This is an optimization exercise on Yosys and OpenROAD, whose aim is small area, a short achievable clock period and few clock cycles, not a production implementation. Only simulation tests tie the RTL to the original design; equivalence was not proved. Power figures rest on the tool's default switching activity, not on a simulated workload.

Setup of north:
// JAM
module JAM (
input CLK,
input RST,
output reg [2:0] W,
output reg [2:0] J,
input [6:0] Cost,
output reg [3:0] MatchCount,
output reg [9:0] MinCost,
output reg Valid );
clock: 6.0 ns
lec_check: 0
abc_clock_period_in_ps: 2500
cap_margin: 20
core_margin: 2
core_utilization: 40
setup_slack_margin: 3.0
slew_margin: 20
run.sh (not shown) runs the stock make flow with config.mk's settings and CLKGATE_MAP_FILE= SYNTH_SCRIPT=/design/flow/synth_recipe.tcl, a recipe that flattens the netlist after the stock synthesis.
Testbench counts of north, summed over its fixed seeds: cycles 3,717.
### north -> west
- ABC_CLOCK_PERIOD_IN_PS now 2000, was 2500
- SETUP_SLACK_MARGIN now 4.0, was 3.0
Findings:
Compared with north, west shows a amount of wire on met3 after detailed routing that is 10% higher. Comparing west and north, total power consumption of the routed design is lower on north. Final cell count without fillers: west and north compared, higher one is west. Max-slew violation count: north vs west identical. Diff north -> west: core utilization shows an increase of 10 points; worst setup slack before clock tree synthesis shows an increase of 0.037 ns. Measured against each other, west and north differ in slew at the pin closest to its max-slew limit, the lower figure coming from north. The clock tree cell share of total cell area of west falls short of that of north by 1.4 points. Relative contribution of the clock network to total power in west vs north: down 1.3 points.


Setup of amber:
Another version of the RTL of JAM (not shown whole).
Size in the first run: about 460 flip-flops, ~30 I/O pins, roughly 24000 sq um of cells after synthesis.
==> flow/design.v (excerpt) <==
module JAM (
input CLK,
input RST,
output reg [2:0] W,
output reg [2:0] J,
input [6:0] Cost,
output reg [3:0] MatchCount,
output reg [9:0] MinCost,
output reg Valid );
==> flow/config.mk <==
export PLATFORM = sky130hd
export DESIGN_NAME = JAM
export DESIGN_NICKNAME = JAM
export VERILOG_FILES = /design/flow/design.v
export SDC_FILE = /design/flow/constraint.sdc
export NUM_CORES = 4
export LEC_CHECK = 0
export ABC_CLOCK_PERIOD_IN_PS = 2500
export CAP_MARGIN = 20
export CORE_MARGIN = 2
export CORE_UTILIZATION = 40
export SETUP_SLACK_MARGIN = 2.5
export SLEW_MARGIN = 20
==> flow/constraint.sdc <==
create_clock -name core_clock -period 6.0 [get_ports {CLK}]
set_input_delay 1.2000 -clock core_clock [delete_from_list [all_inputs] [get_ports {CLK}]]
set_output_delay 1.2000 -clock core_clock [all_outputs]
set_load 0.01 [all_outputs]
amber: done, clean on timing, DRC and antenna
Testbench counts of amber, summed over its fixed seeds: cycles 3,489.
Input changes introduced in yarrow (baseline for comparison: amber):
Settings: changing SETUP_SLACK_MARGIN from 2.5 to 3.0.
## What came out
yarrow finished every stage and its layout cleared the timing, DRC and antenna checks.
The flow did not stop early for amber: all stages ran, and the layout cleared the timing, DRC and antenna checks.
Cost[0] as the critical path launch point was reported by amber, and Mq2[2] by yarrow.
Vias: yarrow more than amber
Between yarrow and amber, depth of the worst register-to-register path is lower for yarrow, amber comes in above that.
Relative to amber, the power attributed to the clock group measured on yarrow has decreased by a few percent.
What pepper does differently from yarrow at the input level:
Settings: ABC_AREA: unset -> 1.
## What came out
- Per the comparison of pepper with yarrow, fraction of standard cell area in multi-input logic has decreased, share of the clock period used by the worst path shows no meaningful change, fmax neither gained nor lost much.
- When pepper is set beside yarrow, its first-pass GRT wire length turns out to be about 7% larger.
- Proportion of synthesized area in mux cells, yarrow and pepper, lower one = pepper.
- Going from yarrow to pepper, final wirelength grows by 3900 microns.
- pepper ends up with a total placed cells including tap cells that is 689 higher than in yarrow.
- There was hardly any difference in worst setup slack between yarrow and pepper.
- Area growth from synthesis to final layout: higher on yarrow
- Die: pepper bigger than yarrow
Edits applied to the flow inputs when going from pepper to quartz:
Settings: ABC_AREA removed (was 1); PLACE_DENSITY newly set to 0.75; CORE_UTILIZATION changed from 40 to 60.
==> comparison <==
quartz: PASS, flow complete, no timing, DRC or antenna violations. Changes observed in quartz relative to pepper: effective utilization at floorplan grew by 20 points, relative contribution of sequential cells to total power picked up an extra 1.9 points, combinational group share of total power level. Power in quartz is 270 uW lower than in pepper. Routed wire length in quartz vs pepper: down 11%. Going from pepper to quartz, global routing usage summed across all routing layers grows by 7.8 points. Relative to pepper, synthesized area decreased by about 1.8% in quartz. Between pepper and quartz, area growth from synthesis to layout is lower for quartz, pepper comes in above that. Looking at capturing instance or port of the critical path, the J[1] result is from pepper; the M[6][0] one comes from quartz.
What onyx does differently from quartz at the input level:
Settings: GPL_TIMING_DRIVEN now 1, previously not set; CORE_UTILIZATION now 40, was 60; PLACE_DENSITY no longer set, was 0.75.
Notes after the runs:
Changes observed in onyx relative to quartz: fraction of power consumed by sequential logic went up 0.4 points; worst setup slack went up 0.073 ns; relative area of clock buffers and inverters in the final design went down. Wire length: onyx vs quartz up about 6%. Number of well taps for onyx: about 50% up relative to quartz.


Another version of the RTL of JAM (not shown whole).
Size in the first run: about 2200 cells after synthesis, about 460 flip-flops, about 30 I/O pins, roughly 24000 um2 of cells after synthesis.
clock: 6.0 ns
lec_check: 0
abc_clock_period_in_ps: 2000
cap_margin: 20
core_margin: 2
core_utilization: 40
setup_slack_margin: 3.0
slew_margin: 20
The baseline finished clean.
Testbench counts at the start, summed over its fixed seeds: cycles 3,348.
Next try:
ABC_AREA = 1   (was unset)
ABC_CLOCK_PERIOD_IN_PS = 2500   (was 2000)
=>
- The changed run finished clean
- register-to-register slack gains 0.098 ns
- clock-buffer cell count is higher by 3
- hold slack stays flat
- synthesized cell count grows by 34%
Next try:
ABC_AREA = unset   (was 1)
CORE_UTILIZATION = 35   (was 40)
- final area hardly moves
- fmax falls by a little under a tenth
- global-route usage falls by 3.1 points
- power falls slightly

-- separate check: timing with driven ports --
In the flow no input, the clock included, has a driving cell. The finished layouts below were timed again as built, in two steps.
Step 1 (the two cells are an assumption about what drives the block):
set clk [get_ports {CLK}]
set_driving_cell -lib_cell sky130_fd_sc_hd__clkbuf_16 $clk
set_driving_cell -lib_cell sky130_fd_sc_hd__buf_2 [delete_from_list [all_inputs] $clk]
Step 2, shift: input delay + t, output delay - t, t = (earliest + latest rising clock arrival at the registers) / 2. This alone moves slack from input paths to output paths.
a / b / c = ideal / step 1 / step 2; a / b = the first two.
run | t (ns) | setup WS [ns] | latest minus earliest clock arrival (ns) | cell pins on the clock port's net
north | 0.679 | 2.912 / 2.912 / 2.912 | 0.032 / 0.032 | 1
west | 0.675 | 2.860 / 2.860 / 2.860 | 0.042 / 0.042 | 1
amber | 0.660 | 2.595 / 2.591 / 1.969 | 0.048 / 0.048 | 1
yarrow | 0.663 | 3.061 / 3.061 / 2.460 | 0.018 / 0.019 | 1
pepper | 0.662 | 3.058 / 3.003 / 2.452 | 0.044 / 0.044 | 1
quartz | 0.647 | 2.988 / 2.988 / 2.485 | 0.025 / 0.025 | 1
onyx | 0.663 | 3.061 / 3.061 / 2.460 | 0.018 / 0.019 | 1
the first run of note 3 | 0.662 | 2.976 / 2.976 / 2.465 | 0.034 / 0.034 | 1
the second run of note 3 | 0.672 | 3.074 / 3.074 / 2.494 | 0.068 / 0.068 | 1
the third run of note 3 | 0.661 | 2.839 / 2.839 / 2.431 | 0.027 / 0.028 | 1
After both steps setup and hold are still met in every run listed. The setup slack of amber, which loses most, moves by -0.004 ns with the drivers and by -0.626 ns with both steps.
